This is an optimization exercise on Yosys and OpenROAD, whose aim is small area and a short achievable clock period, not a production implementation.
The RTL was checked by simulation tests, not by an equivalence proof against the original design.
No activity file was given, so power comes from the tool's default toggle rates.

==> inputs of v27 <==
## processor_arm
module processor_arm #(parameter N = 64)
                      (input  logic CLOCK_50, reset,
                       input  logic ExtIRQ,
                       output logic [N-1:0] IM_addr,
                       input  logic [31:0] IM_readData,
                       output logic [N-1:0] DM_writeData, DM_addr,
                       input  logic [N-1:0] DM_readData,
                       output logic DM_writeEnable, DM_readEnable,
                       output logic ExtIAck);
    logic [31:0] instr;
    logic [10:0] op;
    assign instr = IM_readData;
    assign op    = instr[31:21];
    logic isR, isLD, isST, isCBZ, isBR, isERET, isMRS, valid;
    assign isR    = (op == 11'b100_0101_1000) | (op == 11'b110_0101_1000) |
                    (op == 11'b100_0101_0000) | (op == 11'b101_0101_0000);
    assign isLD   = op == 11'b111_1100_0010;
    assign isST   = op == 11'b111_1100_0000;
    assign isCBZ  = op[10:3] == 8'b1011_0100;
    assign isERET = op == 11'b110_1011_0100;
    assign isMRS  = op == 11'b110_1010_1001;
    assign isBR   = op == 11'b110_1011_0000;
    assign valid  = isR | isLD | isST | isCBZ | isERET | isMRS | isBR;
    logic regWrite;
    assign regWrite       = (isR | isLD | isMRS) & ~reset;
    assign DM_writeEnable = isST & ~reset;
  ...
==> module nand11, before the edit <==
module nand11 (input  logic [10:0] n,
               output logic y);
    assign y = ~&n;
endmodule
==> flow/config.mk <==
export PLATFORM = sky130hd
export DESIGN_NAME = processor_arm
export DESIGN_NICKNAME = processor_arm
export VERILOG_FILES = /design/flow/design.v
export SDC_FILE = /design/flow/constraint.sdc
export NUM_CORES = 4
export LEC_CHECK = 0
export CAP_MARGIN = 20
export CORE_MARGIN = 2
export CORE_UTILIZATION = 50
export SLEW_MARGIN = 20
export SYNTH_HIERARCHICAL = 1
==> flow/constraint.sdc <==
create_clock -name core_clock -period 17.0 [get_ports {CLOCK_50}]
set_input_delay 3.4000 -clock core_clock [delete_from_list [all_inputs] [get_ports {CLOCK_50}]]
set_output_delay 3.4000 -clock core_clock [all_outputs]
set_load 0.01 [all_outputs]
standard.sh (not shown) runs the stock make flow with config.mk's settings and CLKGATE_MAP_FILE= SYNTH_SCRIPT=/design/flow/synth_recipe.tcl, a recipe that flattens the netlist after the stock synthesis.
==> flow/flow/run.sh <==
#!/bin/bash
# Layout flow: the standard synthesis, then the standard ORFS layout with
#  - small buffers on the ports,
#  - a clock tree of clkbuf_8 on clusters of up to 16 flip-flops, no dummy loads.
set -euo pipefail
bash standard.sh synth > synth.log 2>&1
bash standard.sh SETUP_SLACK_MARGIN=6.5 \
  "BUFFER_PORTS_ARGS=-buffer_cell sky130_fd_sc_hd__buf_2" \
  "CTS_ARGS=-sink_clustering_enable -repair_clock_nets -buf_list sky130_fd_sc_hd__clkbuf_8 -dont_use_dummy_load -sink_clustering_size 16 -sink_clustering_max_diameter 50" \
  finish > layout.log 2>&1
==> v25: changes against v27 <==
--- a/flow/design.v
+++ b/flow/design.v
@@ -62,53 +62,47 @@
     genvar i;
     for (i = 0; i < C; i++) begin : g_c
         carryx #(L) c (.a(a[L-1:0]), .b(b), .s(b[L-1]), .e(e[i]));
     end
     for (i = 0; i < H; i++) begin : g_hi
         flipand f (.h(a[L+i]), .t(T[i]), .e(e[i * C / H]), .y(y[L+i]));
     end
 endmodule
-module pgen #(parameter W = 64)
-            (input  logic [W-1:0] a, b,
-             output logic [W-1:0] g, p);
-    assign g = a & b;
-    assign p = a ^ b;
-endmodule
-module carries #(parameter W = 64)
-               (input  logic [W-1:0] g, p,
-                input  logic cin,
-                output logic [W-1:0] c);
+module bkadd #(parameter W = 64)
+             (input  logic [W-1:0] a, b,
+              input  logic cin,
+              output logic [W-1:0] s, g, p);
     logic [W-1:0] G, P;
     always_comb begin
+        g = a & b;
+        p = a ^ b;
         G = g;
         P = p;
         G[0] = g[0] | (p[0] & cin);
         for (int l = 0; (1 << l) < W; l++)
-            for (int i = 0; i < W; i++)
-                if (((i >> l) & 1) == 1) begin
-                    G[i] = G[i] | (P[i] & G[((i >> l) << l) - 1]);
-                    P[i] = P[i] & P[((i >> l) << l) - 1];
-                end
-        c = {G[W-2:0], cin};
-    end
-endmodule
-module sumx #(parameter W = 64)
-            (input  logic [W-1:0] p, c,
-             output logic [W-1:0] s);
-    assign s = p ^ c;
+            for (int i = (2 << l) - 1; i < W; i += (2 << l)) begin
+                G[i] = G[i] | (P[i] & G[i - (1 << l)]);
+                P[i] = P[i] & P[i - (1 << l)];
+            end
+        for (int l = 5; l >= 0; l--)
+            for (int i = 3 * (1 << l) - 1; i < W; i += (2 << l)) begin
+                G[i] = G[i] | (P[i] & G[i - (1 << l)]);
+                P[i] = P[i] & P[i - (1 << l)];
+            end
+        s[0] = p[0] ^ cin;
+        for (int i = 1; i < W; i++) s[i] = p[i] ^ G[i-1];
+    end
 endmodule
 module alu #(parameter N = 64)
             (input  logic [N-1:0] a, b,
              input  logic [10:0] op,
              output logic [N-1:0] result);
-    logic [N-1:0] sum, g, p, c;
-    pgen    #(N) pg (.a(a), .b(b ^ {N{op[9]}}), .g(g), .p(p));
-    carries #(N) cr (.g(g), .p(p), .cin(op[9]), .c(c));
-    sumx    #(N) sm (.p(p), .c(c), .s(sum));
+    logic [N-1:0] sum, g, p;
+    bkadd #(N) add (.a(a), .b(b ^ {N{op[9]}}), .cin(op[9]), .s(sum), .g(g), .p(p));
     assign result = op[3] ? sum : (g | ({N{op[8]}} & p));
 endmodule
 module processor_arm #(parameter N = 64)
                       (input  logic CLOCK_50, reset,
                        input  logic ExtIRQ,
                        output logic [N-1:0] IM_addr,
                        input  logic [31:0] IM_readData,
                        output logic [N-1:0] DM_writeData, DM_addr,
@@ -150,26 +144,28 @@
         assign wen = ~we;
         for (b = 0; b < N; b++) begin : g_hold
             ao22 h (.we(we), .d(wd[b]), .wen(wen), .q(regs[i*N + b]), .y(d[b]));
         end
         always_ff @(posedge CLOCK_50)
             regs[i*N +: N] <= d;
     end
     logic [30:0] sel1 [0:3];
-    logic [30:0] sel2 [0:3];
-    for (i = 0; i < 4; i++) begin : g_dec
+    logic [30:0] sel2 [0:1];
+    for (i = 0; i < 4; i++) begin : g_dec1
         dec5 d1 (.a(ra1), .y(sel1[i]));
+    end
+    for (i = 0; i < 2; i++) begin : g_dec2
         dec5 d2 (.a(ra2), .y(sel2[i]));
     end
     for (b = 0; b < N; b++) begin : g_bit
         logic [10:0] n1, n2;
         logic [30:0] s1, s2;
         assign s1 = sel1[b / 16];
-        assign s2 = sel2[b / 16];
+        assign s2 = sel2[b / 32];
         for (i = 0; i < 10; i++) begin : g_grp
             ao222n c1 (.s0(s1[3*i]),   .d0(regs[(3*i)*N + b]),
                        .s1(s1[3*i+1]), .d1(regs[(3*i+1)*N + b]),
                        .s2(s1[3*i+2]), .d2(regs[(3*i+2)*N + b]), .y(n1[i]));
             ao222n c2 (.s0(s2[3*i]),   .d0(regs[(3*i)*N + b]),
                        .s1(s2[3*i+1]), .d1(regs[(3*i+1)*N + b]),
                        .s2(s2[3*i+2]), .d2(regs[(3*i+2)*N + b]), .y(n2[i]));
         end
==> flow/run.sh (new file) <==
#!/bin/bash
# synth_recipe.tcl (not shown) runs the flow's synth.tcl, then flattens the netlist and writes it again
# the make line also repeats each setting of config.mk as NAME=value (left out here)
make -C /OpenROAD-flow-scripts/flow DESIGN_CONFIG=/design/flow/config.mk WORK_HOME=/design/flow/orfs CLKGATE_MAP_FILE= SYNTH_SCRIPT=/design/flow/synth_recipe.tcl finish
CORE_UTILIZATION = 65   (was 50)
CTS_BUF_LIST = sky130_fd_sc_hd__clkbuf_4   (was unset)
SETUP_SLACK_MARGIN = 5   (was unset)
removed: flow/flow/run.sh
removed: flow/standard.sh
==> v7: changes against v27 <==
--- a/flow/design.v
+++ b/flow/design.v
@@ -1,19 +1,35 @@
 module ao222n (input  logic s0, d0, s1, d1, s2, d2,
                output logic y);
     assign y = ~((s0 & d0) | (s1 & d1) | (s2 & d2));
 endmodule
 module ao22 (input  logic we, d, wen, q,
              output logic y);
     assign y = (we & d) | (wen & q);
 endmodule
+module and4g (input  logic [3:0] a,
+              output logic y);
+    assign y = &a;
+endmodule
+module and3g (input  logic [2:0] a,
+              output logic y);
+    assign y = &a;
+endmodule
+module nand3g (input  logic [2:0] a,
+               output logic y);
+    assign y = ~&a;
+endmodule
 module nand11 (input  logic [10:0] n,
                output logic y);
-    assign y = ~&n;
+    logic [2:0] m;
+    and4g  g0 (.a(n[3:0]), .y(m[0]));
+    and4g  g1 (.a(n[7:4]), .y(m[1]));
+    and3g  g2 (.a(n[10:8]), .y(m[2]));
+    nand3g g3 (.a(m), .y(y));
 endmodule
 module dec5 (input  logic [4:0] a,
              output logic [30:0] y);
     always_comb
         for (int k = 0; k < 31; k++) y[k] = a == k;
 endmodule
 module carryx #(parameter L = 9)
               (input  logic [L-1:0] a, b,
==> flow/flow/run.sh (replaced) <==
#!/bin/bash
# Layout flow: the standard synthesis, then the standard ORFS layout with
#  - small buffers on the ports,
#  - a clock tree of clkbuf_8 on clusters of up to 16 flip-flops, no dummy loads,
#  - no gate cloning in the repair after global routing (a clone can overload
#    its driver once the nets are routed).
set -euo pipefail
CTS="-sink_clustering_enable -repair_clock_nets -buf_list sky130_fd_sc_hd__clkbuf_8 -dont_use_dummy_load -sink_clustering_size 16 -sink_clustering_max_diameter 50"
bash standard.sh synth > synth.log 2>&1
bash standard.sh SETUP_SLACK_MARGIN=6.5 \
  "BUFFER_PORTS_ARGS=-buffer_cell sky130_fd_sc_hd__buf_2" "CTS_ARGS=$CTS" \
  cts > layout_cts.log 2>&1
bash standard.sh SETUP_SLACK_MARGIN=6.5 SKIP_GATE_CLONING=1 \
  "BUFFER_PORTS_ARGS=-buffer_cell sky130_fd_sc_hd__buf_2" "CTS_ARGS=$CTS" \
  finish > layout.log 2>&1
CAP_MARGIN = 30   (was 20)
CELL_PAD_IN_SITES_DETAIL_PLACEMENT = 1   (was unset)
CELL_PAD_IN_SITES_GLOBAL_PLACEMENT = 1   (was unset)
PLACE_DENSITY = 0.55   (was unset)
SLEW_MARGIN = 30   (was 20)
==> comparison <==
v25 completed, yet does not pass: capacitance limit, slew limit. v7 finished with timing, DRC and antenna clean. v27 went through all stages and came out clean.
Die area: v7 is higher than v25 (about 32%).
Between v25 and v7, the lower design area is in v25 (gap 0.97%, measured against v7).
Worst hold slack: v25 > v7 > v27.
The lowest power belongs to v7, the highest to v25.
Final cell count, highest first: v7, v27, v25.
In sequential power, v25 and v7 hardly differ.
The highest area after synthesis belongs to v7, the lowest to v25.
The highest sequential share of layout area belongs to v25, the lowest to v7.

* * *

==> inputs of run H <==
processor_arm, a different RTL version from the one above (not shown whole).
==> module processor_arm, before the edit <==
module processor_arm #(parameter N = 64)
                      (input  logic CLOCK_50, reset,
                       input  logic ExtIRQ,
                       output logic [N-1:0] IM_addr,
                       input  logic [31:0] IM_readData,
                       output logic [N-1:0] DM_writeData, DM_addr,
                       input  logic [N-1:0] DM_readData,
                       output logic DM_writeEnable, DM_readEnable,
                       output logic ExtIAck);
    logic [31:0] instr;
    logic [10:0] op;
    assign instr = IM_readData;
    assign op    = instr[31:21];
    logic isR, isLD, isST, isCBZ, isBR, isERET, isMRS, valid;
    assign isR    = (op == 11'b100_0101_1000) | (op == 11'b110_0101_1000) |
                    (op == 11'b100_0101_0000) | (op == 11'b101_0101_0000);
    assign isLD   = op == 11'b111_1100_0010;
    assign isST   = op == 11'b111_1100_0000;
    assign isCBZ  = op[10:3] == 8'b1011_0100;
    assign isERET = op == 11'b110_1011_0100;
    assign isMRS  = op == 11'b110_1010_1001;
    assign isBR   = op == 11'b110_1011_0000;
    assign valid  = isR | isLD | isST | isCBZ | isERET | isMRS | isBR;
    logic regWrite;
    assign regWrite       = (isR | isLD | isMRS) & ~reset;
    assign DM_writeEnable = isST & ~reset;
    assign DM_readEnable  = isLD & ~reset;
    logic [N-1:0] PC, ERR, ELR;
    logic [3:0]   ESR;
    assign IM_addr = PC;
    logic [N*31-1:0] regs;
    logic [N-1:0]    rd1, rd2, wd;
    logic [4:0]      ra1, ra2, wa;
    assign ra1 = instr[9:5];
    assign ra2 = instr[25] ? instr[20:16] : instr[4:0];
    assign wa  = instr[4:0];
    genvar i, b;
    for (i = 0; i < 31; i++) begin : g_reg
        logic         we, wen;
        logic [N-1:0] d;
        assign we  = regWrite && wa == i;
        assign wen = ~we;
        for (b = 0; b < N; b++) begin : g_hold
            ao22 h (.we(we), .d(wd[b]), .wen(wen), .q(regs[i*N + b]), .y(d[b]));
        end
        always_ff @(posedge CLOCK_50)
            regs[i*N +: N] <= d;
    end
    logic [30:0] sel1 [0:3];
    logic [30:0] sel2 [0:1];
    for (i = 0; i < 4; i++) begin : g_dec1
        dec5 d1 (.a(ra1), .y(sel1[i]));
    end
    for (i = 0; i < 2; i++) begin : g_dec2
        dec5 d2 (.a(ra2), .y(sel2[i]));
    end
    for (b = 0; b < N; b++) begin : g_bit
        logic [10:0] n1, n2;
        logic [30:0] s1, s2;
        assign s1 = sel1[b / 16];
        assign s2 = sel2[b / 32];
        for (i = 0; i < 10; i++) begin : g_grp
            ao222n c1 (.s0(s1[3*i]),   .d0(regs[(3*i)*N + b]),
                       .s1(s1[3*i+1]), .d1(regs[(3*i+1)*N + b]),
                       .s2(s1[3*i+2]), .d2(regs[(3*i+2)*N + b]), .y(n1[i]));
            ao222n c2 (.s0(s2[3*i]),   .d0(regs[(3*i)*N + b]),
                       .s1(s2[3*i+1]), .d1(regs[(3*i+1)*N + b]),
                       .s2(s2[3*i+2]), .d2(regs[(3*i+2)*N + b]), .y(n2[i]));
        end
        assign n1[10] = ~(s1[30] & regs[30*N + b]);
        assign n2[10] = ~(s2[30] & regs[30*N + b]);
        nand11 o1 (.n(n1), .y(rd1[b]));
        nand11 o2 (.n(n2), .y(rd2[b]));
    end
    addsx #(N, 9, 4) AGU (.a(rd1), .b(instr[20:12]), .y(DM_addr));
    assign DM_writeData = rd2;
    logic [N-1:0] aluRes, excData;
    alu #(N) ALU (.a(rd1), .b(rd2), .op(op), .result(aluRes));
    always_comb
        case (instr[13:12])
            2'b00:   excData = ERR;
            2'b01:   excData = ELR;
            2'b10:   excData = {{(N-4){1'b0}}, ESR};
            default: excData = '0;
        endcase
    assign wd = ~instr[28] ? aluRes : (instr[26] ? excData : DM_readData);
    logic         zero, cbzTaken, regTaken, atVec, irq, eproc;
    logic [18:0]  incr;
    logic [N-3:0] seqHi;
    logic [N-1:0] seqPC, nextPC;
    assign zero     = ~(|rd2);
    assign cbzTaken = isCBZ & zero;
    assign regTaken = (isBR | isERET) & zero;
    assign incr     = cbzTaken ? instr[23:5] : 19'd1;
    addsx #(N-2, 19, 1) PCADD (.a(PC[N-1:2]), .b(incr), .y(seqHi));
    assign seqPC    = {seqHi, PC[1:0]};
    assign nextPC   = regTaken ? (instr[23] ? ERR : rd1) : seqPC;
    assign atVec   = PC == 64'hD8;
    assign irq     = ExtIRQ & ~atVec;
    assign eproc   = (irq | ~valid) & ~reset;
    assign ExtIAck = ExtIRQ & atVec;
    always_ff @(posedge CLOCK_50, posedge reset)
        if (reset)      PC <= '0;
        else if (eproc) PC <= 64'hD8;
        else            PC <= nextPC;
    always_ff @(posedge CLOCK_50, posedge reset)
        if (reset) begin
            ERR <= '0;
            ELR <= '0;
            ESR <= '0;
        end else if (eproc) begin
            ERR <= nextPC;
            ELR <= PC;
            ESR <= irq ? 4'd1 : 4'd2;
        end
endmodule
export LEC_CHECK = 0
export CAP_MARGIN = 30
export CELL_PAD_IN_SITES_DETAIL_PLACEMENT = 1
export CELL_PAD_IN_SITES_GLOBAL_PLACEMENT = 1
export CORE_MARGIN = 2
export CORE_UTILIZATION = 50
export PLACE_DENSITY = 0.55
export SLEW_MARGIN = 30
export SYNTH_HIERARCHICAL = 1
create_clock -name core_clock -period 17.0 [get_ports {CLOCK_50}]
==> flow/flow/run.sh <==
#!/bin/bash
# Layout flow: the standard synthesis, then the standard ORFS layout with
#  - small buffers on the ports,
#  - a clock tree of clkbuf_8 on clusters of up to 16 flip-flops, no dummy loads,
#  - no gate cloning in the repair after global routing (a clone can overload
#    its driver once the nets are routed).
set -euo pipefail
CTS="-sink_clustering_enable -repair_clock_nets -buf_list sky130_fd_sc_hd__clkbuf_8 -dont_use_dummy_load -sink_clustering_size 16 -sink_clustering_max_diameter 50"
bash standard.sh synth > synth.log 2>&1
bash standard.sh SETUP_SLACK_MARGIN=7 \
  "BUFFER_PORTS_ARGS=-buffer_cell sky130_fd_sc_hd__buf_2" "CTS_ARGS=$CTS" \
  cts > layout_cts.log 2>&1
bash standard.sh SETUP_SLACK_MARGIN=7 SKIP_GATE_CLONING=1 \
  "BUFFER_PORTS_ARGS=-buffer_cell sky130_fd_sc_hd__buf_2" "CTS_ARGS=$CTS" \
  finish > layout.log 2>&1
==> run R (differences from run H) <==
--- a/flow/design.v
+++ b/flow/design.v
@@ -171,18 +171,16 @@
             regs[i*N +: N] <= d;
     end
     logic [30:0] sel1 [0:3];
-    logic [30:0] sel2 [0:1];
-    for (i = 0; i < 4; i++) begin : g_dec1
+    logic [30:0] sel2 [0:3];
+    for (i = 0; i < 4; i++) begin : g_dec
         dec5 d1 (.a(ra1), .y(sel1[i]));
-    end
-    for (i = 0; i < 2; i++) begin : g_dec2
         dec5 d2 (.a(ra2), .y(sel2[i]));
     end
     for (b = 0; b < N; b++) begin : g_bit
         logic [10:0] n1, n2;
         logic [30:0] s1, s2;
         assign s1 = sel1[b / 16];
-        assign s2 = sel2[b / 32];
+        assign s2 = sel2[b / 16];
         for (i = 0; i < 10; i++) begin : g_grp
             ao222n c1 (.s0(s1[3*i]),   .d0(regs[(3*i)*N + b]),
                        .s1(s1[3*i+1]), .d1(regs[(3*i+1)*N + b]),
==> flow/flow/run.sh (replaced) <==
#!/bin/bash
# Layout flow: the standard synthesis, then the standard ORFS layout with
#  - small buffers on the ports,
#  - a clock tree of clkbuf_8 on clusters of up to 16 flip-flops, no dummy loads.
set -euo pipefail
bash standard.sh synth > synth.log 2>&1
bash standard.sh SETUP_SLACK_MARGIN=6.5 \
  "BUFFER_PORTS_ARGS=-buffer_cell sky130_fd_sc_hd__buf_2" \
  "CTS_ARGS=-sink_clustering_enable -repair_clock_nets -buf_list sky130_fd_sc_hd__clkbuf_8 -dont_use_dummy_load -sink_clustering_size 16 -sink_clustering_max_diameter 50" \
  finish > layout.log 2>&1
Settings changed: CAP_MARGIN 30 to 20, SLEW_MARGIN 30 to 20.
==> qor.txt <==
Tmin final: 11060 ps
Initial DRC Count: 21730
Seq/total area: 39.02%
Relative max-transition margin: 26.19%
Die Footprint: 0.1973 mm²
Pleak: 43.78 nW
Net switching power: 0.002469 W
Hold_ws: 498.9 ps
Mapped Avg Cell Area: 11.02 µm²
Critical path buffer and inverter count: 6
Row Count: 161
Status: timing/DRC/antenna clean
# the run above: run H

==> qor.txt <==
Relative max-transition margin: -20.89%
Slew Viols, Final: 6
Max Cap Viol: 2
Net switching power: 0.002528 W
Row Count: 162
Failed Checks: capacitance limit, slew limit
Status: finished with violations
Mapped Avg Cell Area: 10.93 µm²
Die Footprint: 0.1999 mm²
# the run above: run R

separate check: timing with driven ports:
In the flow no input, the clock included, has a driving cell. The finished layouts below were timed again as built, in two steps. Step 1 assumes that a clkbuf_16 drives the clock port and a buf_2 every other input. Step 2 also shifts input and output timing later by t, the mid clock arrival at the registers, as if the neighbouring blocks saw the same clock. a / b / c = ideal / step 1 / step 2; a / b = the first two.
| run | t (ns) | setup slack, ns | clock arrival spread, ns |
|---|---|---|---|
| v27 | 1.144 | 5.968 / 5.483 / 5.287 | 0.123 / 0.123 |
| v25 | 1.415 | 4.784 / 4.792 / 3.377 | 0.152 / 0.152 |
| v7 | 1.115 | 6.082 / 5.965 / 5.350 | 0.125 / 0.126 |
| run H | 1.124 | 5.942 / 5.877 / 5.390 | 0.155 / 0.155 |
| run R | 1.124 | 5.993 / 5.928 / 5.302 | 0.134 / 0.135 |
For v25, which loses most, drivers alone change the setup slack by +0.008 ns; drivers and shift together by -1.407 ns.
